Source: an optimization exercise on an open RTL-to-GDS flow (aim: small area). Production flows keep margins and buffers that such runs may drop. Only simulation tests tie the RTL to the original design; equivalence was not proved. Power figures rest on the tool's default switching activity, not on a simulated workload.

===== design/flow/design.v =====
module MemoryChip
(
    input logic clk, rst,
    input logic WE_bar,
    input logic[2:0] Address,
    input logic[31:0] DataIn,
    output logic[31:0] DataOut
);
function automatic logic[31:0] default_val(input logic[2:0] a);
    case(a)
        3'd0: default_val = 32'h0_0000_F00;
        3'd1: default_val = 32'h1_0000_000;
        3'd2: default_val = 32'h3_0000_0F0;
        3'd3: default_val = 32'h2_0000_00F;
        3'd4: default_val = 32'h4_0000_F0F;
        3'd5: default_val = 32'h5_0000_F00;
        3'd6: default_val = 32'h6_3030_000;
        default: default_val = 32'h7_0000_000;
    endcase
endfunction
logic[7:0][31:0] mem;
always_ff @(posedge clk) begin
    for(int a = 0; a < 8; a++) begin
        if(rst)
            mem[a] <= default_val(a[2:0]);
        else if(!WE_bar && Address == a[2:0])
            mem[a] <= DataIn;
    end
end
assign DataOut = mem[Address];
endmodule
module Memory
(
    input logic clk, rst,
    input logic WE_bar,
    input logic[2:0] Address,
    input logic[18:0] DataIn,
    output logic[18:0] DataOut
);
function automatic logic[7:0] reset_byte(input logic[2:0] a);
    case(a)
        3'd2: reset_byte = 8'hF0;
        3'd3: reset_byte = 8'h0F;
        3'd4: reset_byte = 8'h0F;
        default: reset_byte = 8'h00;
    endcase
endfunction
logic[7:0][18:0] mem;
always_ff @(posedge clk) begin
    for(int a = 0; a < 8; a++) begin
        if(rst)
            mem[a] <= {3'b100, 8'h00, reset_byte(a[2:0])};
        else if(!WE_bar && Address == a[2:0])
            mem[a] <= DataIn;
    end
end
assign DataOut = mem[Address];
endmodule
module PosEdge
(
    input logic clk, rst,
    input logic signal,
    output logic pedge
);
logic[1:0] ff;
always_ff @(posedge clk) begin
    if(rst)
        ff <= 2'd0;
    else begin
        ff[0] <= signal;
        ff[1] <= ff[0];
    end
end
assign pedge = ~ff[1] & ff[0];
endmodule
module Pedge
(
    input logic clk, rst,
    input logic signal,
    output logic pedge
);
logic busy;
logic[13:0] ctr;
always_ff @(posedge clk) begin
    if(rst) begin
        pedge <= 1'b0;
        busy <= 1'b0;
        ctr <= 14'd0;
    end else if(pedge) begin
        pedge <= 1'b0;
        busy <= 1'b1;
    end else if(busy) begin
        if(ctr == 14'd9999) begin
            busy <= 1'b0;
            ctr <= 14'd0;
        end else
            ctr <= ctr + 1'b1;
    end else if(signal)
        pedge <= 1'b1;
end
endmodule
module PWM
(
    input logic clk, rst,
    output logic pulse
);
logic[15:0] ctr;
always_ff @(posedge clk) begin
    if(rst) begin
        pulse <= 1'b1;
        ctr <= 16'd0;
    end else if(pulse ? (ctr == 16'h0FFE) : (ctr == 16'hFFFE)) begin
        pulse <= ~pulse;
        ctr <= 16'd0;
    end else
        ctr <= ctr + 1'b1;
end
endmodule
module SPI
(
    input logic clk, rst,
    input logic start, stop,
    input logic write,
    input logic[7:0] data,
    output logic done,
    output logic sclk, mosi, cs
);
logic pStart, pStop, pWrite;
PosEdge peStart(.clk(clk), .rst(rst), .signal(start), .pedge(pStart));
PosEdge peStop(.clk(clk), .rst(rst), .signal(stop), .pedge(pStop));
PosEdge peWrite(.clk(clk), .rst(rst), .signal(write), .pedge(pWrite));
typedef enum logic[2:0] {IDLE, S0, S1, S2, DONE} state_t;
state_t state;
logic[1:0] sel_sclk;
logic pulse;
always_comb begin
    case(sel_sclk)
        2'd0: sclk = 1'b0;
        2'd2: sclk = pulse;
        default: sclk = 1'b1;
    endcase
end
logic[2:0] ctr;
logic wait_st;
assign wait_st = (state == S0) || (state == DONE);
always_ff @(posedge clk) begin : wav_gen
    if(rst) begin
        ctr <= 3'b0;
        pulse <= 1'b0;
    end else if(sel_sclk == 2'd2) begin
        if(ctr == 3'd7)
            pulse <= ~pulse;
        ctr <= ctr + 1'b1;
    end else begin
        pulse <= 1'b0;
        ctr <= wait_st ? ctr + 1'b1 : 3'd0;
    end
end
logic[3:0] i;
always_ff @(posedge clk) begin
    if(rst) begin
        i <= 0;
    end else if(sel_sclk == 2'd2) begin
        if(sclk == 1'b1 && ctr == 3'd0)
            if(i < 8) i <= i + 1;
            else i <= 0;
    end else
        i <= 1'b0;
end
logic passed;
assign passed = (ctr == 3'd7);
always_ff @(posedge clk) begin
    if(rst) begin
        sel_sclk <= 2'd1;
        cs <= 1'b1;
        mosi <= 1'b0;
        done <= 1'b0;
        state <= IDLE;
    end else begin
        case(state)
            IDLE: begin
                if(pStart) begin
                    cs <= 1'b0;
                    state <= S0;
                end
            end
            S0: begin
                if(passed) begin
                    sel_sclk <= 2'd0;
                    done <= 1'b1;
                    state <= S1;
                end
            end
            S1: begin
                if(pWrite) begin
                    sel_sclk <= 2'd2;
                    done <= 1'b0;
                    state <= S2;
                end
                else if(pStop) begin
                    sel_sclk <= 2'd1;
                    done <= 1'b0;
                    state <= DONE;
                end
            end
            S2: begin
                if(i < 8 && ctr == 3'd2) begin
                    mosi <= data[7 - i];
                end else if(i == 8 && ctr == 3'd7 && !sclk) begin
                    sel_sclk <= 2'd0;
                    mosi <= 1'b0;
                    done <= 1'b1;
                    state <= S1;
                end
            end
            DONE: begin
                if(passed) begin
                    cs <= 1'b1;
                    state <= IDLE;
                end
            end
            default: state <= IDLE;
        endcase
    end
end
endmodule
module I2C
(
    input logic clk, rst,
    input logic S, P,
    input logic write, read,
    input logic[7:0] wData,
    input logic sda_in,
    output logic sda_out, sda_oe,
    output logic sclk,
    output logic[7:0] rData,
    output logic rdy,
    output logic ack
);
localparam T_LOW = 200, T_HIGH = 100, T_SAMPLE = 80;
typedef enum logic[2:0] {S_IDLE, S_WAIT, WRITE0, WRITE1, READ0, READ1, P_WAIT, BUS_FREE} state_t;
state_t state;
logic[1:0] sel_sclk;
logic pulse;
always_comb begin
    case(sel_sclk)
        2'd1: sclk = pulse;
        2'd2: sclk = 1'b0;
        default: sclk = 1'b1;
    endcase
end
logic[7:0] ctr;
logic passed;
always_comb begin
    case(state)
        S_WAIT, P_WAIT: passed = (ctr == 8'd79);
        BUS_FREE: passed = (ctr == 8'd130);
        default: passed = 1'b0;
    endcase
end
logic t_low_sample, t_high_sample;
assign t_low_sample = !pulse && ctr == T_SAMPLE;
assign t_high_sample = pulse && ctr == 8'd80;
always_ff @(posedge clk) begin : gen_wav
    if(rst) begin
        pulse <= 1'b0;
        ctr <= 0;
    end else if(sel_sclk == 2'd1) begin
        if(pulse ? (ctr == T_HIGH - 1) : (ctr == T_LOW - 1)) begin
            ctr <= 0;
            pulse <= ~pulse;
        end else
            ctr <= ctr + 1'b1;
    end else if((state == S_WAIT || state == P_WAIT || state == BUS_FREE) && !passed)
        ctr <= ctr + 1'b1;
    else
        ctr <= 0;
end
logic pWrite;
PosEdge posedge_write(.clk(clk), .rst(rst), .signal(write), .pedge(pWrite));
logic pRead;
PosEdge posedge_read(.clk(clk), .rst(rst), .signal(read), .pedge(pRead));
logic is_out;
logic sda;
assign sda_oe = is_out;
assign sda = is_out ? sda_out : sda_in;
logic hello;
PosEdge pHello(.clk(clk), .rst(rst), .signal(S), .pedge(hello));
logic goodbye;
PosEdge pGoodbye(.clk(clk), .rst(rst), .signal(P), .pedge(goodbye));
logic rw;
logic[3:0] nPulse;
always_ff @(posedge clk) begin
    if(rst) begin
        sda_out <= 1'b1;
        sel_sclk <= 2'd0;
        is_out <= 1'b1;
        nPulse <= 1'b0;
        rdy <= 1'b0;
        rw <= 1'b0;
        ack <= 1'b0;
        rData <= 8'h00;
        state <= S_IDLE;
    end else begin
        case(state)
            S_IDLE: begin
                if(hello) begin
                    sda_out <= 1'b0;
                    rdy <= 1'b0;
                    state <= S_WAIT;
                end
            end
            S_WAIT: begin
                if(passed) begin
                    sel_sclk <= 2'd2;
                    rdy <= 1'b1;
                    state <= WRITE0;
                end
            end
            WRITE0: begin
                if(pWrite) begin
                    sel_sclk <= 2'd1;
                    rdy <= 1'b0;
                    ack <= 1'b0;
                    state <= WRITE1;
                end else if(goodbye) begin
                    rw <= 1'b0;
                    sel_sclk <= 2'd0;
                    rdy <= 1'b0;
                    state <= P_WAIT;
                end
            end
            WRITE1: begin
                if(nPulse < 10) begin
                    if(t_low_sample) begin
                        if(nPulse < 8)
                            sda_out <= wData[7 - nPulse];
                        if(nPulse == 8)
                            is_out <= 1'b0;
                        nPulse <= nPulse + 1'b1;
                    end
                    if(nPulse == 9 && t_high_sample)
                        ack <= ~sda;
                end else begin
                    sda_out <= 1'b0;
                    sel_sclk <= 2'd2;
                    is_out <= 1'b1;
                    nPulse <= 0;
                    rdy <= 1'b1;
                    if(!rw) begin
                        rw <= 1'b1;
                        if(wData[0])
                            state <= READ0;
                        else
                            state <= WRITE0;
                    end else
                        state <= WRITE0;
                end
            end
            READ0: begin
                if(pRead) begin
                    sel_sclk <= 2'd1;
                    is_out <= 1'b0;
                    rdy <= 1'b0;
                    state <= READ1;
                end else if(goodbye) begin
                    rw <= 1'b0;
                    sel_sclk <= 2'd0;
                    rdy <= 1'b0;
                    state <= P_WAIT;
                end
            end
            READ1: begin
                if(nPulse < 10) begin
                    if(t_low_sample) begin
                        if(nPulse < 8)
                            rData[7 - nPulse] <= sda;
                        if(nPulse == 8) begin
                            sda_out <= 1'b0;
                            is_out <= 1'b1;
                        end
                        nPulse <= nPulse + 1'b1;
                    end
                end else begin
                    sel_sclk <= 2'd2;
                    is_out <= 1'b1;
                    nPulse <= 0;
                    rdy <= 1'b1;
                    state <= READ0;
                end
            end
            P_WAIT: begin
                if(passed) begin
                    sda_out <= 1'b1;
                    state <= BUS_FREE;
                end
            end
            BUS_FREE: begin
                if(passed) begin
                    rdy <= 1'b1;
                    state <= S_IDLE;
                end
            end
            default: state <= S_IDLE;
        endcase
    end
end
endmodule
module IColor
(
    input logic clk, rst,
    input logic detect,
    input logic led_in,
    input logic sda_in,
    output logic sda_out, sda_oe,
    output logic sclk, led_en,
    output logic R, G, B,
    output logic[2:0] rgb
);
typedef enum logic[4:0] {IDLE, START0, START1, START2, START3, S0, S1, S2, S3, S4, S5, S6, S7, S8, S9, S10, G0, G1, G2, G3, G4, G5, G6, G7, G8, G9, G10, G11, STOP0, STOP1, STOP2, STOP3} state_t;
state_t state;
assign led_en = led_in;
function automatic logic[7:0] send_data(input logic[2:0] idx);
    case(idx)
        3'd0: send_data = 8'h52;
        3'd1: send_data = 8'hA0;
        3'd2: send_data = 8'h03;
        3'd3: send_data = 8'h52;
        3'd4: send_data = 8'hB4;
        3'd5: send_data = 8'h53;
        default: send_data = 8'h00;
    endcase
endfunction
logic[7:0] rData;
logic rdy, rcvd_ack;
logic S, P, write, read;
logic[2:0] widx;  
I2C prtcl(.clk(clk), .rst(rst), .S(S), .write(write), .read(read), .wData(send_data(widx)), .rData(rData), .P(P), .sclk(sclk), .sda_in(sda_in), .sda_out(sda_out), .sda_oe(sda_oe), .rdy(rdy), .ack(rcvd_ack));
logic[9:0] tctr;
logic passed_10ms;
assign passed_10ms = (tctr == 10'd1000);
always_ff @(posedge clk) begin
    if(rst)
        tctr <= 10'd0;
    else if((state == S3 || state == S7) && !passed_10ms)
        tctr <= tctr + 1'b1;
    else
        tctr <= 10'd0;
end
logic pDetect;
Pedge peDetect(.clk(clk), .rst(rst), .signal(detect), .pedge(pDetect));
logic[7:2][7:0] buffer;
logic[15:0] red, green, blue;
assign red = {buffer[3], buffer[2]};
assign green = {buffer[5], buffer[4]};
assign blue = {buffer[7], buffer[6]};
assign rgb[2] = red > blue && red > green;
assign rgb[1] = green > blue && green > red;
assign rgb[0] = blue > red && blue > green;
logic pulse;
PWM wav_gen(.clk(clk), .rst(rst), .pulse(pulse));
assign R = rgb[2] & pulse;
assign G = rgb[1] & pulse;
assign B = rgb[0] & pulse;
logic err;
logic[1:0] flag;
logic[3:0] j;
logic[2:0] i;
always_ff @(posedge clk) begin
    if(rst) begin
        i <= 3'd0;
        j <= 4'd0;
        err <= 1'b0;
        flag <= 2'b0;
        {S, P, write, read} <= 4'b0;
        widx <= 3'd7;
        buffer <= 48'h0;
        state <= IDLE;
    end else begin
        case(state)
            IDLE: begin
                if(pDetect) state <= START0;
            end
            START0: begin
                S <= 1'b1;
                state <= START1;
            end
            START1: state <= START2;
            START2: state <= START3;
            START3: begin
                if(rdy) begin
                    S <= 1'b0;
                    case(flag)
                        2'd1: state <= S4;
                        2'd2: state <= S8;
                        default: state <= S0;
                    endcase
                end
            end
            S0: begin
                if(i < 3) begin
                    widx <= i;
                    write <= 1'b1;
                    state <= G0;
                end else begin
                    write <= 1'b0;
                    state <= S2;
                end
            end
            G0: state <= G1;
            G1: state <= G2;
            G2: begin
                if(rdy) begin
                    write <= 1'b0;
                    state <= S1;
                end
            end
            S1: begin
                if(rcvd_ack) begin
                    i <= i + 1;
                    state <= S0;
                end else begin
                    err <= 1'b1;
                    i <= 1'b0;
                    flag <= 2'd0;
                    state <= STOP0;
                end
            end
            S2: state <= S3;
            S3: begin
                if(passed_10ms) begin
                    flag <= 2'd1;
                    state <= STOP0;
                end
            end
            S4: begin
                if(i < 5) begin
                    widx <= i;
                    write <= 1'b1;
                    state <= G3;
                end else begin
                    write <= 1'b0;
                    state <= S6;
                end
            end
            G3: state <= G4;
            G4: state <= G5;
            G5: begin
                if(rdy) begin
                    write <= 1'b0;
                    state <= S5;
                end
            end
            S5: begin
                if(rcvd_ack) begin
                    i <= i + 1;
                    state <= S4;
                end else begin
                    err <= 1'b1;
                    i <= 3'd0;
                    flag <= 2'd0;
                    state <= STOP0;
                end
            end
            S6: state <= S7;
            S7: begin
                if(passed_10ms) begin
                    flag <= 2'd2;
                    state <= STOP0;
                end
            end
            S8: begin
                flag <= 2'd0;
                widx <= i;
                write <= 1'b1;
                state <= G6;
            end
            G6: state <= G7;
            G7: state <= G8;
            G8: begin
                if(rdy) begin
                    write <= 1'b0;
                    state <= S9;
                end
            end
            S9: begin
                if(rcvd_ack) begin
                    i <= 3'b0;
                    state <= S10;
                end else begin
                    err <= 1'b1;
                    i <= 3'd0;
                    flag <= 2'd0;
                    state <= STOP0;
                end
            end
            S10: begin
                if(j < 8) begin
                    read <= 1'b1;
                    state <= G9;
                end else begin
                    j <= 1'b0;
                    state <= STOP0;
                end
            end
            G9: state <= G10;
            G10: state <= G11;
            G11: begin
                if(rdy) begin
                    case(j)
                        4'd2: buffer[2] <= rData;
                        4'd3: buffer[3] <= rData;
                        4'd4: buffer[4] <= rData;
                        4'd5: buffer[5] <= rData;
                        4'd6: buffer[6] <= rData;
                        4'd7: buffer[7] <= rData;
                        default: ;
                    endcase
                    read <= 1'b0;
                    j <= j + 1;
                    state <= S10;
                end
            end
            STOP0: begin
                P <= 1'b1;
                state <= STOP1;
            end
            STOP1: state <= STOP2;
            STOP2: state <= STOP3;
            STOP3: begin
                if(rdy) begin
                    P <= 1'b0;
                    if(err || |flag) begin
                        err <= 1'b0;
                        state <= START0;
                    end else
                        state <= IDLE;
                end
            end
            default: state <= IDLE;
        endcase
    end
end
endmodule
module IDisplay
(
    input logic clk, rst,
    input logic on_off, exec,
    input logic[18:0] IR,  
    input logic osel,      
    output logic rdy,
    output logic sclk, mosi, cs,
    output logic vcc_en, pmod_en, dc, res
);
typedef enum logic[4:0] {IDLE, ON0, ON1, ON2, ON3, ON4, ON5, ON6, ON7, ON8, ON9, GFX0, GFX1, GFX2, DELAY0, DELAY1, DELAY2, DELAY3, DELAY4, DELAY5, OFF0, OFF1, OFF2} state_t;
state_t state;
logic[5:0] i;
function automatic logic[7:0] data_to_send(input logic[5:0] idx);
    case(idx)
        6'd0: data_to_send = 8'hFD;
        6'd1: data_to_send = 8'h12;
        6'd2: data_to_send = 8'hAE;
        6'd3: data_to_send = 8'hA0;
        6'd4: data_to_send = 8'h72;
        6'd5: data_to_send = 8'hA1;
        6'd6: data_to_send = 8'h00;
        6'd7: data_to_send = 8'hA2;
        6'd8: data_to_send = 8'h00;
        6'd9: data_to_send = 8'hA4;
        6'd10: data_to_send = 8'hA8;
        6'd11: data_to_send = 8'h3F;
        6'd12: data_to_send = 8'hAD;
        6'd13: data_to_send = 8'h8E;
        6'd14: data_to_send = 8'hB0;
        6'd15: data_to_send = 8'h0B;
        6'd16: data_to_send = 8'hB1;
        6'd17: data_to_send = 8'h31;
        6'd18: data_to_send = 8'hB3;
        6'd19: data_to_send = 8'hF0;
        6'd20: data_to_send = 8'h8A;
        6'd21: data_to_send = 8'h64;
        6'd22: data_to_send = 8'h8B;
        6'd23: data_to_send = 8'h78;
        6'd24: data_to_send = 8'h8C;
        6'd25: data_to_send = 8'h64;
        6'd26: data_to_send = 8'hBB;
        6'd27: data_to_send = 8'h3A;
        6'd28: data_to_send = 8'hBE;
        6'd29: data_to_send = 8'h3E;
        6'd30: data_to_send = 8'h87;
        6'd31: data_to_send = 8'h06;
        6'd32: data_to_send = 8'h81;
        6'd33: data_to_send = 8'h91;
        6'd34: data_to_send = 8'h82;
        6'd35: data_to_send = 8'h50;
        6'd36: data_to_send = 8'h83;
        6'd37: data_to_send = 8'h7D;
        6'd38: data_to_send = 8'h2E;
        6'd39: data_to_send = 8'h25;
        6'd40: data_to_send = 8'h0;
        6'd41: data_to_send = 8'h0;
        6'd42: data_to_send = 8'h3F;
        6'd43: data_to_send = 8'h1F;
        6'd44: data_to_send = 8'hAF;
        default: data_to_send = 8'h00;
    endcase
endfunction
logic[2:0] cls;
logic[15:0] d;
assign cls = IR[18:16];
assign d = IR[15:0];
logic[3:0] nBytes;
always_comb begin
    case(cls)
        3'b000: nBytes = 4'd8;
        3'b001: nBytes = 4'd7;
        3'b101: nBytes = 4'd5;
        3'b100: nBytes = 4'd2;
        default: nBytes = 4'd11;
    endcase
end
logic[3:0] j;  
logic[7:0] cmd_byte;
always_comb begin
    if(!osel) begin
        if(j == 0) cmd_byte = 8'h26;
        else if(j == 1) cmd_byte = {7'b0, cls == 3'b011 || (cls == 3'b100 && d[4])};
        else cmd_byte = 8'h00;
    end else if(cls == 3'b100) begin
        cmd_byte = d[7:0];
    end else begin
        case(j)
            4'd0: case(cls)
                      3'b000: cmd_byte = 8'h21;
                      3'b001: cmd_byte = 8'h23;
                      3'b101: cmd_byte = 8'h25;
                      default: cmd_byte = 8'h22;
                  endcase
            4'd1, 4'd2: cmd_byte = (cls == 3'b101) ? 8'h00 : 8'h10;
            4'd3: cmd_byte = (cls == 3'b101) ? 8'h5F : 8'h40;
            4'd4: cmd_byte = (cls == 3'b101) ? 8'h3F : 8'h20;
            4'd5: cmd_byte = (cls == 3'b001) ? d[15:8] : {2{d[11:8]}};
            4'd6: cmd_byte = (cls == 3'b001) ? d[7:0] : {2{d[7:4]}};
            4'd7, 4'd10: cmd_byte = {2{d[3:0]}};
            4'd8: cmd_byte = {2{d[11:8]}};
            default: cmd_byte = {2{d[7:4]}};
        endcase
    end
end
logic start, stop, write, done;
logic[7:0] data;
SPI protocol(.clk(clk), .rst(rst), .sclk(sclk), .mosi(mosi), .cs(cs), .start(start), .stop(stop), .write(write), .data(data), .done(done));
logic[15:0] tctr;
logic passed;
always_comb begin
    case(state)
        ON1, ON7: passed = (tctr == 16'd2499);
        ON2: passed = (tctr == 16'd399);
        ON9: passed = (tctr == 16'd9999);
        OFF2: passed = (tctr == 16'd39999);
        default: passed = 1'b0;
    endcase
end
always_ff @(posedge clk) begin
    if(rst)
        tctr <= 16'd0;
    else if((state == ON1 || state == ON2 || state == ON7 || state == ON9 || state == OFF2) && !passed)
        tctr <= tctr + 1'b1;
    else
        tctr <= 16'd0;
end
assign dc = 1'b0;
always_ff @(posedge clk) begin
    if(rst) begin
        {i, j} <= 2'b0;
        rdy <= 1'b0;
        {res, vcc_en, pmod_en} <= 3'b0;
        {start, stop, write} <= 3'b0;
        data <= 8'h00;
        state <= IDLE;
    end else begin
        case(state)
            IDLE: begin
                if(on_off) begin
                    state <= ON0;
                end
            end
            ON0: begin
                {res, vcc_en, pmod_en} <= 3'b101;
                state <= ON1;
            end
            ON1: begin
                if(passed) begin
                    res <= 1'b0;
                    state <= ON2;
                end
            end
            ON2: begin
                if(passed) begin
                    start <= 1'b1;
                    res <= 1'b1;
                    state <= ON3;
                end
            end
            ON3: begin
                if(done) begin
                    start <= 1'b0;
                    state <= ON4;
                end
            end
            ON4: begin
                if(i < 44) begin
                    write <= 1'b1;
                    data <= data_to_send(i);
                    state <= DELAY0;
                end else
                    state <= ON6;
            end
            DELAY0: state <= DELAY1;
            DELAY1: state <= ON5;
            ON5: begin
                write <= 1'b0;
                if(done) begin
                    i <= i + 1;
                    state <= ON4;
                end
            end
            ON6: begin
                vcc_en <= 1'b1;
                write <= 1'b0;
                state <= ON7;
            end
            ON7: begin
                if(passed) begin
                    write <= 1'b1;
                    data <= data_to_send(i);
                    state <= DELAY2;
                end
            end
            DELAY2: state <= DELAY3;
            DELAY3: state <= ON8;
            ON8: begin
                if(done) begin
                    i <= 1'b0;
                    write <= 1'b0;
                    state <= ON9;
                end
            end
            ON9: begin
                if(passed) state <= GFX0;
            end
            GFX0: begin
                rdy <= 1'b1;
                if(!on_off) begin
                    rdy <= 1'b0;
                    state <= OFF0;
                end
                if(exec) begin
                    rdy <= 1'b0;
                    state <= GFX1;
                end
            end
            GFX1: begin
                if(j < nBytes) begin
                    write <= 1'b1;
                    data <= cmd_byte;
                    state <= DELAY4;
                end else begin
                    j <= 0;
                    state <= GFX0;
                end
            end
            DELAY4: state <= DELAY5;
            DELAY5: state <= GFX2;
            GFX2: begin
                write <= 1'b0;
                if(done) begin
                    j <= j + 1;
                    state <= GFX1;
                end
            end
            OFF0: begin
                write <= 1'b1;
                data <= 8'hAE;
                if(done) begin
                    stop <= 1'b1;
                    state <= OFF1;
                end
            end
            OFF1: begin
                {vcc_en, stop} <= 2'b0;
                state <= OFF2;
            end
            OFF2: begin
                if(passed) begin
                    pmod_en <= 1'b0;
                    state <= IDLE;
                end
            end
            default: state <= IDLE;
        endcase
    end
end
endmodule
module IKeyboard
(
    input logic clk, rst,
    input logic[3:0] row,
    output logic[3:0] col, key,
    output logic key_was_pressed
);
logic[3:0] grp;
logic[1:0] ff;
assign key_was_pressed = ~ff[1] & ff[0];
logic[8:0] ctr;
logic[1:0] r;
logic hit;
always_comb begin
    hit = 1'b1;
    r = 2'd0;
    case(row)
        4'b0111: r = 2'd0;
        4'b1011: r = 2'd1;
        4'b1101: r = 2'd2;
        4'b1110: r = 2'd3;
        default: hit = 1'b0;
    endcase
end
function automatic logic[3:0] keymap(input logic[1:0] c, input logic[1:0] r);
    case({c, r})
        4'h0: keymap = 4'h1;
        4'h1: keymap = 4'h4;
        4'h2: keymap = 4'h7;
        4'h3: keymap = 4'h0;
        4'h4: keymap = 4'h2;
        4'h5: keymap = 4'h5;
        4'h6: keymap = 4'h8;
        4'h7: keymap = 4'hF;
        4'h8: keymap = 4'h3;
        4'h9: keymap = 4'h6;
        4'hA: keymap = 4'h9;
        4'hB: keymap = 4'hE;
        4'hC: keymap = 4'hA;
        4'hD: keymap = 4'hB;
        4'hE: keymap = 4'hC;
        default: keymap = 4'hD;
    endcase
endfunction
logic scan;
logic[1:0] c;
always_comb begin
    scan = 1'b1;
    c = 2'd0;
    case(ctr)
        9'd108: c = 2'd0;
        9'd208: c = 2'd1;
        9'd308: c = 2'd2;
        9'd408: c = 2'd3;
        default: scan = 1'b0;
    endcase
end
always_ff @(posedge clk) begin
    if(rst) begin
        ctr <= 9'd0;
        grp <= 4'b0;
        col <= 4'b0;
        key <= 4'b0;
        ff <= 2'b0;
    end else begin
        ff[0] <= |grp;
        ff[1] <= ff[0];
        ctr <= (ctr == 9'd408) ? 9'd0 : ctr + 1'b1;
        case(ctr)
            9'd100: col <= 4'b0111;
            9'd200: col <= 4'b1011;
            9'd300: col <= 4'b1101;
            9'd400: col <= 4'b1110;
            default: ;
        endcase
        if(scan) begin
            grp[c] <= hit;
            if(hit) key <= keymap(c, r);
        end
    end
end
endmodule
module IEncoder
(
    input logic clk, rst,
    input logic A, B,
    output logic add, sub
);
typedef enum logic[3:0] {IDLE, A0, A1, A2, B0, B1, B2, SUB, ADD, IDLE_ADD, IDLE_SUB} state_t;
state_t state;
assign add = (state == IDLE_ADD);
assign sub = (state == IDLE_SUB);
always_ff @(posedge clk) begin
    if(rst)
        state <= IDLE;
    else
        case(state)
            IDLE, IDLE_ADD, IDLE_SUB: begin
                if(~A)
                    state <= A0;
                else if(~B)
                    state <= B0;
                else
                    state <= IDLE;
            end
            A0: begin
                if(A)
                    state <= IDLE;
                else if(~B)
                    state <= A1;
            end
            A1: begin
                if(B)
                    state <= A0;
                else if(A)
                    state <= A2;
            end
            A2: begin
                if(~A)
                    state <= A1;
                else if(B)
                    state <= SUB;
            end
            SUB: state <= IDLE_SUB;
            B0: begin
                if(B)
                    state <= IDLE;
                else if(~A)
                    state <= B1;
            end
            B1: begin
                if(A)
                    state <= B0;
                else if(B)
                    state <= B2;
            end
            B2: begin
                if(~B)
                    state <= B1;
                else if(A)
                    state <= ADD;
            end
            ADD: state <= IDLE_ADD;
            default:
                state <= IDLE;
        endcase
end
endmodule
module SegmentRefresh
(
    input logic clk, rst,
    output logic[2:0] idx
);
logic[6:0] ctr;
always_ff @(posedge clk) begin
    if(rst) begin
        ctr <= 7'd0;
        idx <= 3'd0;
    end else if(ctr == 7'd100) begin
        idx <= idx + 1'b1;
        ctr <= 7'd0;
    end else
        ctr <= ctr + 1'b1;
end
endmodule
module ISegmentDisplay
(
    input logic[3:0] val,
    output logic[7:0] C
);
always_comb begin
    case(val)
        4'd0: C = 8'b00000011;
        4'd1: C = 8'b10011111;
        4'd2: C = 8'b00100101;
        4'd3: C = 8'b00001101;
        4'd4: C = 8'b10011001;
        4'd5: C = 8'b01001001;
        4'd6: C = 8'b01000001;
        4'd7: C = 8'b00011111;
        4'd8: C = 8'b00000001;
        4'd9: C = 8'b00001001;
        4'hA: C = 8'b00010001;
        4'hB: C = 8'b11000001;
        4'hC: C = 8'b01100011;
        4'hD: C = 8'b10000101;
        4'hE: C = 8'b01100001;
        default: C = 8'b01110001;
    endcase
end
endmodule
module Programmer
(
    input logic clk, rst,
    input logic mode,  
    input logic[1:0] stage,
    input logic[3:0] row,
    output logic[3:0] col,
    input logic A, B,
    input logic btn, swt,
    output logic[7:0] AN, C,
    output logic[2:0] Addr,
    input logic[7:0][3:0] RF_Data,
    output logic WE_bar,
    output logic[31:0] entrdCommand
);
logic kwp;
logic[3:0] key;
IKeyboard PmodKYPD(.clk(clk), .rst(rst), .row(row), .col(col), .key(key), .key_was_pressed(kwp));
logic add, sub;
IEncoder PmodENC(.clk(clk), .rst(rst), .A(A), .B(B), .add(add), .sub(sub));
logic[2:0] i;
logic[7:0][3:0] kypd_buffer;
assign entrdCommand = kypd_buffer;
always_ff @(posedge clk) begin : writer_kypd_buffer
    if(rst) begin
        kypd_buffer <= 0;
        i <= 0;
    end else if(kwp & !mode & !swt) begin
        kypd_buffer[i] <= key;
        i <= i + 1;
    end else if(add & !mode & swt) i <= i + 1;
    else if(sub & !mode & swt) i <= i - 1;
end
logic[2:0] k;
SegmentRefresh arbiter(.clk(clk), .rst(rst), .idx(k));
assign AN = ~(8'b1 << k);
logic pBTN;
Pedge pedge_btn(.clk(clk), .rst(rst), .signal(btn), .pedge(pBTN));
always_ff @(posedge clk) begin
    if(rst) begin
        WE_bar <= 1'b1;
        Addr <= 0;
    end else if(WE_bar) begin
        if(add & mode & (stage == 0)) Addr <= Addr + 1;
        else if(sub & mode & (stage == 0)) Addr <= Addr - 1;
        if(pBTN & (stage == 0)) WE_bar <= 1'b0;
    end else begin
        WE_bar <= 1'b1;
        Addr <= Addr + 1'b1;
    end
end
logic[3:0] val;
assign val = mode ? RF_Data[k] : kypd_buffer[k];
logic[7:0] c;
ISegmentDisplay display(.val(val), .C(c));
assign C = {c[7:1], c[0] & ~(!mode && k == i)};
endmodule
module Compiler
(
    input logic clk, rst,
    input logic compile,
    input logic[31:0] DataIn,
    input logic[2:0] color,  
    output logic WE_bar, done,
    output logic[2:0] Addr,
    output logic[18:0] DataOut
);
logic pCompile;
Pedge peCompile(.clk(clk), .rst(rst), .signal(compile), .pedge(pCompile));
logic[2:0] cls_in;
always_comb begin
    case(DataIn[31:28])
        4'd0: cls_in = 3'b000;
        4'd1: cls_in = 3'b100;
        4'd2: cls_in = 3'b010;
        4'd3: cls_in = 3'b011;
        4'd4: cls_in = 3'b110;
        4'd5: cls_in = 3'b111;
        4'd6: cls_in = 3'b001;
        default: cls_in = 3'b101;
    endcase
end
typedef enum logic[2:0] {IDLE, S0, S1, S2, S3, S4} state_t;
state_t state;
logic[3:0] i;
always_ff @(posedge clk) begin
    if(rst)
        DataOut <= {3'b100, 16'h0};
    else if(state == S1)
        DataOut <= {cls_in, DataIn[27:24], (cls_in == 3'b001) ? DataIn[23:12] : DataIn[11:0]};
    else if(state == S4 && DataOut[18] && (DataOut[17] || !DataOut[16]))
        DataOut <= {1'b0, DataOut[17:12], {4{color[2]}}, {4{color[1]}}, {4{color[0]}}};
end
always_ff @(posedge clk) begin
    if(rst) begin
        Addr <= 0;
        WE_bar <= 1'b1;
        done <= 1'b0;
        i <= 0;
        state <= IDLE;
    end else begin
        case(state)
            IDLE: begin
                done <= 1'b1;
                if(pCompile) begin
                    done <= 1'b0;
                    state <= S0;
                end
            end
            S0: begin
                WE_bar <= 1'b1;
                if(i < 8) begin
                    i <= i + 1;
                    state <= S1;
                end else begin
                    i <= 0;
                    state <= IDLE;
                end
            end
            S1: state <= S2;
            S2: begin
                Addr <= Addr + 1;
                state <= S3;
            end
            S3: state <= S4;
            S4: begin
                WE_bar <= 1'b0;
                state <= S0;
            end
            default: state <= IDLE;
        endcase
    end
end
endmodule
module ExecModule
(
    input logic clk, rst,
    input logic rdy_oled, rdy_compiler, run,
    input logic[18:0] DataIn,
    output logic draw,
    output logic[2:0] Addr,
    output logic[18:0] IR,
    output logic osel
);
logic pRun;
Pedge peRun(.clk(clk), .rst(rst), .signal(run), .pedge(pRun));
typedef enum logic[2:0] {IDLE, S0, S1, S2, S3, S4} state_t;
state_t state;
logic sel_oIR;
always_ff @(posedge clk) begin
    if(rst) begin
        IR <= {3'b100, 16'h0};
        Addr <= 0;
        sel_oIR <= 1'b0;
        osel <= 1'b0;
        draw <= 1'b0;
        state <= IDLE;
    end else begin
        osel <= sel_oIR;
        if(state == S1) begin
            IR <= DataIn;
            Addr <= Addr + 1;
        end
        case(state)
            IDLE: begin
                if(rdy_compiler & rdy_oled & pRun) state <= S0;
            end
            S0: begin
                sel_oIR <= 1'b0;
                state <= S1;
            end
            S1: begin
                draw <= 1'b1;
                state <= S2;
            end
            S2: begin
                draw <= 1'b0;
                state <= S3;
            end
            S3: begin
                if(rdy_oled) begin
                    sel_oIR <= 1'b1;
                    draw <= 1'b1;
                    state <= S4;
                end
            end
            S4: begin
                sel_oIR <= 1'b1;
                draw <= 1'b0;
                state <= IDLE;
            end
            default: state <= IDLE;
        endcase
    end
end
endmodule
module System
(
    input logic clk, rst,
    input logic mode,  
    input logic[1:0] stage,  
    input logic on_off,  
    input logic detect,  
    input logic compile,  
    input logic run,  
    input logic[3:0] row,
    output logic[3:0] col,
    input logic A_ENC, B_ENC,
    input logic btn, swt,
    input logic led_in,
    input logic sda_in,  
    output logic sda_out, sda_oe,  
    output logic sclk_c, led_en,
    output logic sclk_o, mosi, cs,
    output logic vcc_en, pmod_en, dc, res,
    output logic R, G, B,
    output logic[7:0] AN, C,
    output logic[2:0] mem_addr
);
logic WE_bar_0;
logic[2:0] RF_Addr;
logic[31:0] entrdCommand;
logic[31:0] DataOut;
logic[2:0] Addr_RF;
logic[2:0] rgb;
logic WE_bar_1, cmpl_done, compl;
logic[2:0] IS_RF_Addr;
logic[18:0] cmpldCommand;
logic[18:0] exeCommand;
logic[2:0] Addr_IS;
logic oled_draw, oled_rdy, oled_sel;
logic[18:0] oled_IR;
logic exe;
logic[2:0] IS_Addr;
assign mem_addr = (stage == 0 || stage == 1) ? Addr_RF : Addr_IS;
assign Addr_RF = (stage == 0) ? RF_Addr : (stage == 1) ? IS_RF_Addr : 3'd0;
assign Addr_IS = (stage == 1) ? IS_RF_Addr : (stage == 2) ? IS_Addr : 3'd0;
assign compl = (stage == 1) ? compile : 1'b0;
assign exe = (stage == 2) ? run : 1'b0;
IColor PmodCOLOR(.clk(clk), .rst(~rst), .detect(detect), .led_in(led_in), .sda_in(sda_in), .sda_out(sda_out), .sda_oe(sda_oe), .sclk(sclk_c), .led_en(led_en), .R(R), .G(G), .B(B),
                 .rgb(rgb));
Programmer code_writer(.clk(clk), .rst(~rst), .mode(mode), .stage(stage), .row(row), .col(col), .A(A_ENC), .B(B_ENC), .btn(btn), .swt(swt),
                       .AN(AN), .C(C), .WE_bar(WE_bar_0), .Addr(RF_Addr), .entrdCommand(entrdCommand), .RF_Data(DataOut));
MemoryChip reg_file(.clk(clk), .rst(~rst), .WE_bar(WE_bar_0), .Address(Addr_RF), .DataIn(entrdCommand), .DataOut(DataOut));
Compiler to_executable(.clk(clk), .rst(~rst), .compile(compl), .DataIn(DataOut), .color(rgb), .WE_bar(WE_bar_1), .done(cmpl_done),
                       .Addr(IS_RF_Addr), .DataOut(cmpldCommand));
Memory dot_exe(.clk(clk), .rst(~rst), .WE_bar(WE_bar_1), .Address(Addr_IS), .DataIn(cmpldCommand), .DataOut(exeCommand));
ExecModule driver(.clk(clk), .rst(~rst), .rdy_oled(oled_rdy), .rdy_compiler(cmpl_done), .run(exe), .DataIn(exeCommand), .Addr(IS_Addr),
                  .draw(oled_draw), .IR(oled_IR), .osel(oled_sel));
IDisplay PmodOLED(.clk(clk), .rst(~rst), .on_off(on_off), .exec(oled_draw), .IR(oled_IR), .osel(oled_sel), .rdy(oled_rdy),
                  .sclk(sclk_o), .mosi(mosi), .vcc_en(vcc_en), .pmod_en(pmod_en), .cs(cs), .dc(dc), .res(res));
endmodule

===== design/flow/run.sh =====
#!/bin/bash
# synth_recipe.tcl (not shown) runs the flow's synth.tcl, then flattens the netlist and writes it again
# the make line also repeats each setting of config.mk as NAME=value (left out here)
make -C /OpenROAD-flow-scripts/flow DESIGN_CONFIG=/design/flow/config.mk WORK_HOME=/design/flow/orfs CLKGATE_MAP_FILE= SYNTH_SCRIPT=/design/flow/synth_recipe.tcl finish

===== design/flow/config.mk =====
export PLATFORM = sky130hd
export DESIGN_NAME = System
export DESIGN_NICKNAME = System
export VERILOG_FILES = /design/flow/design.v
export SDC_FILE = /design/flow/constraint.sdc
export NUM_CORES = 4
export LEC_CHECK = 0
export CAP_MARGIN = 20
export CORE_MARGIN = 2
export CORE_UTILIZATION = 40
export SLEW_MARGIN = 20

===== design/flow/constraint.sdc =====
create_clock -name core_clock -period 20.0 [get_ports {clk}]
set_input_delay 4.0000 -clock core_clock [delete_from_list [all_inputs] [get_ports {clk}]]
set_output_delay 4.0000 -clock core_clock [all_outputs]
set_load 0.01 [all_outputs]

==> results.txt, run 1 <==
outcome no timing/DRC/antenna violations; post-cts sizing count 0; Slew Limit Fails 0; Die Span X 322 um; Worst slew margin 0.196; vias in the first global route 34300; RSZ-0062 raised after global routing no; Core Box Area 100000 um^2; Main synth FF type dfxtp_1; kind of critical path in -> out; initial antenna violation count 4; max-cap violations 0; IO Port Bufs 52; Synth Cell Area 40400 um^2; Die Span Y 322 um; library cells used by synthesis 108; Sum Neg Setup Slack 0 ps; PwrDens 83.3 nW/um^2; Final Hold Viols 0; Starting DRT DRC Count 3465; endpoints failing setup 0; initial core utilization 0.404; final layout net count 5314; DRT Wirelength 125 mm; CTS buffer count 89; Crit Path Max Fanout 27; Fillers 10000; H-tree Lvls 3; most common cell after layout, fill and taps aside nand2_1; post-synth top area cell dfxtp_1; EDFF count, synth 0; Non-Filler Instances 6534; Final Skew 35.0 ps; share of cells above drive strength 1 0.0575; post-synth top area share 0.406; top cells by area, synth dfxtp_1 41%, nand2_1 12%, a21oi_1 7.2%, nor2_1 4.2%, ha_1 4.1%; Antenna Nets Post-Route 0; RR Endpoint to_executable.DataOut[3]; post-synthesis register bit count 819; largest net degree at the start of global routing 150; drt wl/cell 19.2 um; actual slew at the worst max-slew pin 1200 ps; FMAX 73.2 MHz; global-route usage over all layers 0.237; synth warn 16; Period Utilization, post-route 0.683; r2r startpoint to_executable.Addr[0]; FP Rows 116; fin area 44700 um^2; sequential share of the synthesized area 0.406; reg2reg path depth 10; area grow syn2layout 10.6%; WP data required 16000 ps; hold_buf cts 0; CTS sink cnt 819; routability cong. 0.962; global route total overflow 0; hpwl dp 82.6 mm; Worst EP arrival 9670 ps; Post-route DRC 0; clock root cell clkbuf_16; worst hold path stage count 2; vias 37200; worst skew pair latency 680 ps; Worst Setup End Kind output port; crit path time final 13670 ps; worst vdd ir 0.0000670 V; Post-CTS Setup Inserts 0; FF-to-FF setup slack 15120 ps; first-pass detailed-route iteration total 8; first-pass GRT wire length 197 mm; die area 104000 um^2; leakage 0.0156 uW; CP startpoint kind primary input; CTS tree yes; Mean Syn Cell Area 7.58 um^2; asr flop ratio synth 0; hold wc startpoint PmodCOLOR.prtcl.pHello.ff[0]; DP Cell Count 6369; WHS Endpoint PmodCOLOR.prtcl.pHello.ff[1]; Placement Cell Area 41700 um^2; Top Ports 56; clock-pin slew on the worst setup and hold paths 60 ps; vias per cell 5.69; Syn Inst Count 5329; most frequent cells in the layout 1291 x nand2_1, 819 x dfxtp_1, 585 x a21oi_1, 449 x nor2_1, 208 x nand3_1; CTS Buffer Depth 3; Syn Nets 5480; worst hold path type reg -> reg; Diodes inserted 0
## area by class of cell
cell class              count  area, um^2  area share
inverters                 144         548      0.0123
repair buffers            125        1070      0.0239
multi-input cells        3984       22100       0.494
clock inverters            39         483      0.0108
clock buffers             125        2520      0.0564
flip-flops and latches    819       16400       0.367
well taps                1298        1620      0.0363
## layer usage
metal  GRT usage  part of all wire
met1       0.322              0.45
met2       0.368              0.44
met3      0.0463             0.072
met4      0.0928             0.040
met5           0            0.0011
## power breakdown
group          switching (uW)  internal [uW]
logic                     213            116
clock network             708            968
registers                53.6           1660
total                     974           2750
## kinds of logic (layout without fill, tap and decap cells)
family / after synthesis / in the layout / synth area share
mux: 77 / 77 / 0.0208
simple gates: 2367 / 2367 / 0.257
flops: 819 / 819 / 0.406
compound gates: 1266 / 1266 / 0.192
buf+inv: 526 / 433 / 0.0524
fa+ha+maj: 134 / 134 / 0.0414
xor+xnor: 139 / 139 / 0.0301
other cells: 1 / 1 / 0.0000928
## flip-flops by register name, summed over array words and instances, names as in the netlist, 5 cells and up, named ones only
register	cells
code_writer.pedge_btn.ctr	14
PmodOLED.i	6
driver.IR	19
code_writer.arbiter.ctr	7
to_executable.peCompile.ctr	14
PmodOLED.tctr	16
code_writer.kypd_buffer	32
PmodCOLOR.state	5
PmodOLED.state	5
PmodCOLOR.wav_gen.ctr	16
reg_file.mem	256
PmodOLED.data	8
PmodCOLOR.tctr	10
driver.peRun.ctr	14
PmodCOLOR.buffer	48
to_executable.DataOut	19
PmodCOLOR.peDetect.ctr	14
PmodCOLOR.prtcl.rData	8
PmodCOLOR.prtcl.ctr	8
dot_exe.mem	152
code_writer.PmodKYPD.ctr	9
## cell usage after synthesis (35+ instances only)
| master | n |
|---|---|
| and3_1 | 54 |
| a31oi_1 | 46 |
| nand2_1 | 1292 |
| o21ai_0 | 202 |
| xor2_1 | 85 |
| xnor2_1 | 54 |
| mux2i_1 | 61 |
| o211ai_1 | 35 |
| inv_1 | 138 |
| ha_1 | 132 |
| nand4_1 | 49 |
| nor2_1 | 450 |
| nor3_1 | 72 |
| dfxtp_1 | 819 |
| clkbuf_1 | 320 |
| nand3_1 | 210 |
| a211oi_1 | 48 |
| a22oi_1 | 81 |
| a21oi_1 | 585 |
## worst max-delay path, cell delays in order
cell and delay (ps):
clkdlybuf4s50_1 890, and4b_1 920, or2_1 820, buf_4 390, a221o_1 210, o22ai_1 100, o22a_2 300, a2111oi_0 440
a31o_2 290, inv_1 120, ha_1 220, mux2_2 260, a22o_1 180, clkdlybuf4s50_1 480
## through the flow
| step | hold WS, ps | worst slack (ps) | util | power, uW |
|---|---|---|---|---|
| final | 419 | 6330 | 0.446 | 3720 |
| after CTS | 423 | 6400 | 0.446 | 3750 |
| after global routing | 428 | 6080 | 0.446 | 3870 |
| after global placement | 414 | 6510 | 0.416 | 2070 |
| after detailed placement | 414 | 6400 | 0.416 | 2070 |
| after floorplan | 405 | 9260 | - | 1980 |
## worst max path at each step
stage | start | end | slack [ps] | cells after the start
2_1_floorplan | stage[1] | C[2] | 9260 | 15
3_3_place_gp | stage[0] | C[7] | 6510 | 13
5_1_grt | stage[0] | C[4] | 6080 | 15
3_5_place_dp | stage[0] | C[1] | 6400 | 14
6_report | stage[0] | C[1] | 6330 | 14
4_1_cts | stage[0] | C[1] | 6400 | 14
==> run 2: changes to the inputs <==
--- a/design/flow/design.v
+++ b/design/flow/design.v
@@ -36,4 +36,4 @@
     input logic[2:0] Address,
-    input logic[18:0] DataIn,
-    output logic[18:0] DataOut
+    input logic[16:0] DataIn,
+    output logic[16:0] DataOut
 );
@@ -47,3 +47,3 @@
 endfunction
-logic[7:0][18:0] mem;
+logic[7:0][16:0] mem;
 always_ff @(posedge clk) begin
@@ -51,3 +51,3 @@
         if(rst)
-            mem[a] <= {3'b100, 8'h00, reset_byte(a[2:0])};
+            mem[a] <= {2'b00, 3'b100, 4'h0, reset_byte(a[2:0])};
         else if(!WE_bar && Address == a[2:0])
@@ -81,4 +81,11 @@
 );
-logic busy;
+logic busy, term;
 logic[13:0] ctr;
+assign term = (ctr == 14'h1E4A);
+always_ff @(posedge clk) begin
+    if(rst || !busy || term)
+        ctr <= 14'h3FFF;
+    else
+        ctr <= {ctr[12:0], ^(ctr & 14'h3802)};
+end
 always_ff @(posedge clk) begin
@@ -87,3 +94,2 @@
         busy <= 1'b0;
-        ctr <= 14'd0;
     end else if(pedge) begin
@@ -92,7 +98,4 @@
     end else if(busy) begin
-        if(ctr == 14'd9999) begin
+        if(term)
             busy <= 1'b0;
-            ctr <= 14'd0;
-        end else
-            ctr <= ctr + 1'b1;
     end else if(signal)
@@ -107,2 +110,4 @@
 logic[15:0] ctr;
+logic end_high;
+assign end_high = pulse && ctr == 16'hC261;
 always_ff @(posedge clk) begin
@@ -110,8 +115,8 @@
         pulse <= 1'b1;
-        ctr <= 16'd0;
-    end else if(pulse ? (ctr == 16'h0FFE) : (ctr == 16'hFFFE)) begin
-        pulse <= ~pulse;
-        ctr <= 16'd0;
-    end else
-        ctr <= ctr + 1'b1;
+        ctr <= 16'hFFFF;
+    end else begin
+        if(end_high || (!pulse && ctr == 16'h7FFF))
+            pulse <= ~pulse;
+        ctr <= end_high ? 16'hFFFF : {ctr[14:0], ^(ctr & 16'hD008)};
+    end
 end
@@ -239,3 +244,2 @@
 );
-localparam T_LOW = 200, T_HIGH = 100, T_SAMPLE = 80;
 typedef enum logic[2:0] {S_IDLE, S_WAIT, WRITE0, WRITE1, READ0, READ1, P_WAIT, BUS_FREE} state_t;
@@ -255,4 +259,4 @@
     case(state)
-        S_WAIT, P_WAIT: passed = (ctr == 8'd79);
-        BUS_FREE: passed = (ctr == 8'd130);
+        S_WAIT, P_WAIT: passed = (ctr == 8'h56);
+        BUS_FREE: passed = (ctr == 8'h1B);
         default: passed = 1'b0;
@@ -260,19 +264,17 @@
 end
-logic t_low_sample, t_high_sample;
-assign t_low_sample = !pulse && ctr == T_SAMPLE;
-assign t_high_sample = pulse && ctr == 8'd80;
+logic t_low_sample, t_high_sample, half_end;
+assign t_low_sample = !pulse && ctr == 8'hAD;
+assign t_high_sample = pulse && ctr == 8'hAD;
+assign half_end = pulse ? (ctr == 8'h87) : (ctr == 8'hFA);
 always_ff @(posedge clk) begin : gen_wav
-    if(rst) begin
+    if(rst)
         pulse <= 1'b0;
-        ctr <= 0;
-    end else if(sel_sclk == 2'd1) begin
-        if(pulse ? (ctr == T_HIGH - 1) : (ctr == T_LOW - 1)) begin
-            ctr <= 0;
-            pulse <= ~pulse;
-        end else
-            ctr <= ctr + 1'b1;
-    end else if((state == S_WAIT || state == P_WAIT || state == BUS_FREE) && !passed)
-        ctr <= ctr + 1'b1;
+    else if(sel_sclk == 2'd1 && half_end)
+        pulse <= ~pulse;
+end
+always_ff @(posedge clk) begin
+    if(rst || (sel_sclk == 2'd1 ? half_end : !((state == S_WAIT || state == P_WAIT || state == BUS_FREE) && !passed)))
+        ctr <= 8'hFF;
     else
-        ctr <= 0;
+        ctr <= {ctr[6:0], ^(ctr & 8'hB8)};
 end
@@ -440,10 +442,8 @@
 logic passed_10ms;
-assign passed_10ms = (tctr == 10'd1000);
+assign passed_10ms = (tctr == 10'h29B);
 always_ff @(posedge clk) begin
-    if(rst)
-        tctr <= 10'd0;
-    else if((state == S3 || state == S7) && !passed_10ms)
-        tctr <= tctr + 1'b1;
+    if(!rst && (state == S3 || state == S7) && !passed_10ms)
+        tctr <= {tctr[8:0], ^(tctr & 10'h240)};
     else
-        tctr <= 10'd0;
+        tctr <= 10'h3FF;
 end
@@ -456,5 +456,12 @@
 assign blue = {buffer[7], buffer[6]};
-assign rgb[2] = red > blue && red > green;
-assign rgb[1] = green > blue && green > red;
-assign rgb[0] = blue > red && blue > green;
+logic rg, rb, gb, erg, erb, egb;
+assign rg = red > green;
+assign rb = red > blue;
+assign gb = green > blue;
+assign erg = red == green;
+assign erb = red == blue;
+assign egb = green == blue;
+assign rgb[2] = rb && rg;
+assign rgb[1] = gb && !rg && !erg;
+assign rgb[0] = !rb && !erb && !gb && !egb;
 logic pulse;
@@ -648,3 +655,3 @@
     input logic on_off, exec,
-    input logic[18:0] IR,  
+    input logic[16:0] IR,  
     input logic osel,      
@@ -709,3 +716,3 @@
 logic[15:0] d;
-assign cls = IR[18:16];
+assign cls = IR[16] ? 3'b001 : IR[14:12];
 assign d = IR[15:0];
@@ -756,6 +763,6 @@
     case(state)
-        ON1, ON7: passed = (tctr == 16'd2499);
-        ON2: passed = (tctr == 16'd399);
-        ON9: passed = (tctr == 16'd9999);
-        OFF2: passed = (tctr == 16'd39999);
+        ON1, ON7: passed = (tctr == 16'hD578);  
+        ON2: passed = (tctr == 16'h8F64);       
+        ON9: passed = (tctr == 16'h87B1);       
+        OFF2: passed = (tctr == 16'h5448);      
         default: passed = 1'b0;
@@ -764,8 +771,6 @@
 always_ff @(posedge clk) begin
-    if(rst)
-        tctr <= 16'd0;
-    else if((state == ON1 || state == ON2 || state == ON7 || state == ON9 || state == OFF2) && !passed)
-        tctr <= tctr + 1'b1;
+    if(!rst && (state == ON1 || state == ON2 || state == ON7 || state == ON9 || state == OFF2) && !passed)
+        tctr <= {tctr[14:0], ^(tctr & 16'hD008)};
     else
-        tctr <= 16'd0;
+        tctr <= 16'hFFFF;
 end
@@ -954,6 +959,6 @@
     case(ctr)
-        9'd108: c = 2'd0;
-        9'd208: c = 2'd1;
-        9'd308: c = 2'd2;
-        9'd408: c = 2'd3;
+        9'h0B8: c = 2'd0;  
+        9'h14F: c = 2'd1;  
+        9'h0EB: c = 2'd2;  
+        9'h12E: c = 2'd3;  
         default: scan = 1'b0;
@@ -963,3 +968,3 @@
     if(rst) begin
-        ctr <= 9'd0;
+        ctr <= 9'h1FF;
         grp <= 4'b0;
@@ -971,8 +976,8 @@
         ff[1] <= ff[0];
-        ctr <= (ctr == 9'd408) ? 9'd0 : ctr + 1'b1;
+        ctr <= (ctr == 9'h12E) ? 9'h1FF : {ctr[7:0], ^(ctr & 9'h110)};
         case(ctr)
-            9'd100: col <= 4'b0111;
-            9'd200: col <= 4'b1011;
-            9'd300: col <= 4'b1101;
-            9'd400: col <= 4'b1110;
+            9'h0DA: col <= 4'b0111;  
+            9'h02B: col <= 4'b1011;  
+            9'h058: col <= 4'b1101;  
+            9'h0AF: col <= 4'b1110;  
             default: ;
@@ -1060,9 +1065,9 @@
     if(rst) begin
-        ctr <= 7'd0;
+        ctr <= 7'h7F;
         idx <= 3'd0;
-    end else if(ctr == 7'd100) begin
+    end else if(ctr == 7'h69) begin
         idx <= idx + 1'b1;
-        ctr <= 7'd0;
+        ctr <= 7'h7F;
     end else
-        ctr <= ctr + 1'b1;
+        ctr <= {ctr[5:0], ^(ctr & 7'h60)};
 end
@@ -1160,3 +1165,3 @@
     output logic[2:0] Addr,
-    output logic[18:0] DataOut
+    output logic[16:0] DataOut
 );
@@ -1173,3 +1178,3 @@
         4'd5: cls_in = 3'b111;
-        4'd6: cls_in = 3'b001;
+        4'd6: cls_in = 3'b001;  
         default: cls_in = 3'b101;
@@ -1182,7 +1187,10 @@
     if(rst)
-        DataOut <= {3'b100, 16'h0};
-    else if(state == S1)
-        DataOut <= {cls_in, DataIn[27:24], (cls_in == 3'b001) ? DataIn[23:12] : DataIn[11:0]};
-    else if(state == S4 && DataOut[18] && (DataOut[17] || !DataOut[16]))
-        DataOut <= {1'b0, DataOut[17:12], {4{color[2]}}, {4{color[1]}}, {4{color[0]}}};
+        DataOut <= {1'b0, 1'b0, 3'b100, 12'h0};
+    else if(state == S1) begin
+        if(DataIn[31:28] == 4'd6)
+            DataOut <= {1'b1, DataIn[27:12]};
+        else
+            DataOut <= {1'b0, DataIn[27], cls_in, DataIn[11:0]};
+    end else if(state == S4 && !DataOut[16] && DataOut[14] && (DataOut[13] || !DataOut[12]))
+        DataOut <= {DataOut[16:15], 1'b0, DataOut[13:12], {4{color[2]}}, {4{color[1]}}, {4{color[0]}}};
 end
@@ -1233,6 +1241,6 @@
     input logic rdy_oled, rdy_compiler, run,
-    input logic[18:0] DataIn,
+    input logic[16:0] DataIn,
     output logic draw,
     output logic[2:0] Addr,
-    output logic[18:0] IR,
+    output logic[16:0] IR,
     output logic osel
@@ -1246,3 +1254,3 @@
     if(rst) begin
-        IR <= {3'b100, 16'h0};
+        IR <= {2'b00, 3'b100, 12'h0};
         Addr <= 0;
@@ -1322,7 +1330,7 @@
 logic[2:0] IS_RF_Addr;
-logic[18:0] cmpldCommand;
-logic[18:0] exeCommand;
+logic[16:0] cmpldCommand;
+logic[16:0] exeCommand;
 logic[2:0] Addr_IS;
 logic oled_draw, oled_rdy, oled_sel;
-logic[18:0] oled_IR;
+logic[16:0] oled_IR;
 logic exe;
==> results.txt, run 2 <==
Clock Power Share 0.468 (+0.018); area grow syn2layout 11.8%; die area 98200 um^2 (-5.3%); H-tree Lvls 3 (unchanged); Syn Inst Count 4978 (-6.6%); CTS tree yes; combinational share of power 0.086 (-0.002); Synth Cell Area 38300 um^2 (-5.3%); DRT Wirelength 120 mm (-4.3%); clock root cell clkbuf_16; leakage 0.0152 uW (-2.2%); sequential share of power 0.446 (-0.015); final layout net count 4958 (-6.7%); largest net degree at the start of global routing 202 (+35%); RSZ-0062 raised after global routing no; PwrDens 87.7 nW/um^2 (+5.4%); register with the most flip-flops reg_file.mem; actual slew at the worst max-slew pin 1140 ps (-60.4 ps); library cells used by synthesis 92 (-15%); Switching Fraction 0.254 (-0.00803); most frequent cells in the layout 1204 x nand2_1, 799 x dfxtp_1, 524 x a21oi_1, 302 x nor2_1, 202 x nand3_1; crit path time final 13450 ps (-221 ps); Worst Setup End Kind output port; worst skew pair latency 670 ps (about the same); kind of critical path in -> out; P_sw 952 uW (-2.3%); global-route usage over all layers 0.237 (about the same); Main synth FF type dfxtp_1; routability cong. 0.956 (-0.64%); IO Port Bufs 52 (unchanged); most common cell after layout, fill and taps aside nand2_1; endpoints failing setup 0 (unchanged); hpwl dp 79.3 mm (-4.0%); clock-pin slew on the worst setup and hold paths 60 ps (about the same); Post-CTS Setup Inserts 0 (unchanged); asr flop ratio synth 0 (unchanged); Mean Syn Cell Area 7.69 um^2 (+1.4%); first-pass GRT wire length 188 mm (-4.8%); synth warn 16 (unchanged); worst vdd ir 0.0000638 V (-4.8%); drt wl/cell 19.5 um (+1.7%); CTS Buffer Depth 3 (unchanged); biggest regs reg_file.mem (256), dot_exe.mem (136), PmodCOLOR.buffer (48); Core Box Area 94900 um^2 (-5.3%); Syn Nets 5122 (-6.5%); number of flip-flops in the largest register 256 (unchanged); Final Hold Viols 0 (unchanged); sequential share of the synthesized area 0.418 (+0.0123); FP Rows 113 (-2.6%); Worst slew margin 0.240 (+0.0446); initial core utilization 0.403 (about the same); Final Core Density 0.451 (+0.00440); post-synthesis register bit count 799 (-2.4%); Post-route DRC 0 (unchanged); share of cells above drive strength 1 0.0721 (+0.0146); Final Skew 22.6 ps (-12.4 ps); global route total overflow 0 (unchanged); vias in the first global route 32100 (-6.3%); pre-CTS setup slack 6610 ps (+205 ps); Worst EP arrival 9450 ps (-220 ps); post-synth top area share 0.418 (+0.0123); vias per cell 5.68 (-0.15%); fin area 42800 um^2 (-4.3%); Die Span X 313 um (-2.7%); Pint 2800 uW (+1.9%); Period Utilization, post-route 0.672 (-0.0111); Starting DRT DRC Count 3601 (+3.9%); FMAX 74.4 MHz (+1.6%); CTS buffer count 88 (-1.1%); initial antenna violation count 1 (-3); EDFF count, synth 0 (unchanged); hold_buf cts 0 (unchanged); WP data required 16000 ps (about the same); Crit Path Max Fanout 39 (+44%); max-cap violations 0 (unchanged); Sum Neg Setup Slack 0 ps (unchanged); worst hold path type reg -> reg; Fillers 9386 (-6.6%); final worst setup slack 6550 ps (+221 ps); Die Span Y 313 um (-2.7%); top cells by area, synth dfxtp_1 42%, nand2_1 12%, a21oi_1 6.9%, ha_1 4.1%, clkbuf_1 3.2%; Power Total 3750 uW (+0.79%); post-cts sizing count 0 (unchanged); Top Ports 56 (unchanged); Antenna Nets Post-Route 0 (unchanged); CTS sink cnt 799 (-2.4%); Slew Limit Fails 0 (unchanged); post-synth top area cell dfxtp_1; dominant cell by count in the synthesized netlist nand2_1; Placement Cell Area 39600 um^2 (-5.0%); first-pass detailed-route iteration total 7 (-1); outcome no timing/DRC/antenna violations; CP startpoint kind primary input; Diodes inserted 0 (unchanged); vias 34900 (-6.0%); Commonest cells post-synth 1204 x nand2_1, 799 x dfxtp_1, 524 x a21oi_1, 331 x clkbuf_1, 304 x nor2_1
run 2: worst paths after layout:
kind | startpoint | end | slack, ps | depth (start not counted)
max | stage[1] | C[7] | 6550 | 14
max reg2reg | to_executable.Addr[1] | to_executable.DataOut[4] | 15700 | 10
min | PmodCOLOR.peDetect.busy | PmodCOLOR.peDetect.pedge | 420 | 1
min reg2reg | PmodCOLOR.peDetect.busy | PmodCOLOR.peDetect.pedge | 420 | 1
run 2: layout make-up:
cell class                      count  area [um^2]  share of cell area
Tap cell                         1265         1580              0.0370
Sequential cell                   799        16000               0.374
Timing Repair Buffer              117         1020              0.0239
Clock inverter                     41          612              0.0143
Clock buffer                      119         2530              0.0592
Multi-Input combinational cell   3664        20500               0.479
Inverter                          144          548              0.0128
run 2: per-stage QoR:
stage,hold WS (ps),instances
2_1_floorplan,398,4978
3_3_place_gp,405,5989
3_5_place_dp,414,5989
4_1_cts,422,6149
5_1_grt,438,6149
6_report,417,6149
run 2: cells by family (layout without fill, tap and decap cells):
| logic type | Yosys count | count (layout) | share of synthesized area |
|---|---|---|---|
| AO/OA/AOI/OAI | 1179 | 1179 | 0.190 |
| AND/OR/NAND/NOR | 2206 | 2206 | 0.258 |
| adder cells (fa/ha/maj) | 127 | 127 | 0.0414 |
| other | 1 | 1 | 0.0000980 |
| flip-flops | 799 | 799 | 0.418 |
| buffers and inverters | 515 | 421 | 0.0523 |
| XOR/XNOR | 50 | 50 | 0.0114 |
| multiplexers | 101 | 101 | 0.0291 |
run 2: per-layer routing:
metal,GRT usage,wire [um]
met5,0,11
met4,0.0742,3750
met3,0.0420,9030
met2,0.363,52400
met1,0.338,54700
run 2: power groups by stage:
stage | sequential [uW] | clock, uW | combinational [uW]
CTS | 1670 | 1780 | 317
finish | 1670 | 1760 | 321
global route | 1680 | 1850 | 359
global placement | 1710 | 0 | 314
floorplan | 1680 | 0 | 263
detailed placement | 1710 | 0 | 315
run 2: critical path, stage by stage:
cell	delay (ps)
clkdlybuf4s50_1	940
or2_1	590
o22a_2	790
a22oi_1	200
nand3_1	140
nand2_1	90
mux4_2	450
and2_1	180
o31ai_1	400
buf_4	260
ha_1	230
nor3b_1	70
a211oi_1	410
clkdlybuf4s50_1	620

==> separate check: timing with driven ports <==
How much do the figures lean on ideal ports? The routed layouts below were timed once more, with nothing changed but the port constraints. Step 1 (the two cells are an assumption about what drives the block):
set clk [get_ports {clk}]
set_driving_cell -lib_cell sky130_fd_sc_hd__clkbuf_16 $clk
set_driving_cell -lib_cell sky130_fd_sc_hd__buf_2 [delete_from_list [all_inputs] $clk]
Step 2 moves the port delays by t, midway between the first and last clock arrival at a register: inputs arrive t later, outputs are due t later. That takes back most of the time a late clock gives input paths. a / b / c = no drivers / after step 1 / after step 2; a / b = the first two.
run | t, ns | setup WS [ns] | pins driven straight from the clock port
run 1 | 0.730 | 6.332 / 6.272 / 6.272 | 1
run 2 | 0.728 | 6.553 / 6.513 / 6.513 | 1
After both steps every run listed still meets setup and hold. For run 1, which loses most, drivers alone change the setup slack by -0.060 ns; drivers and shift together by -0.060 ns.
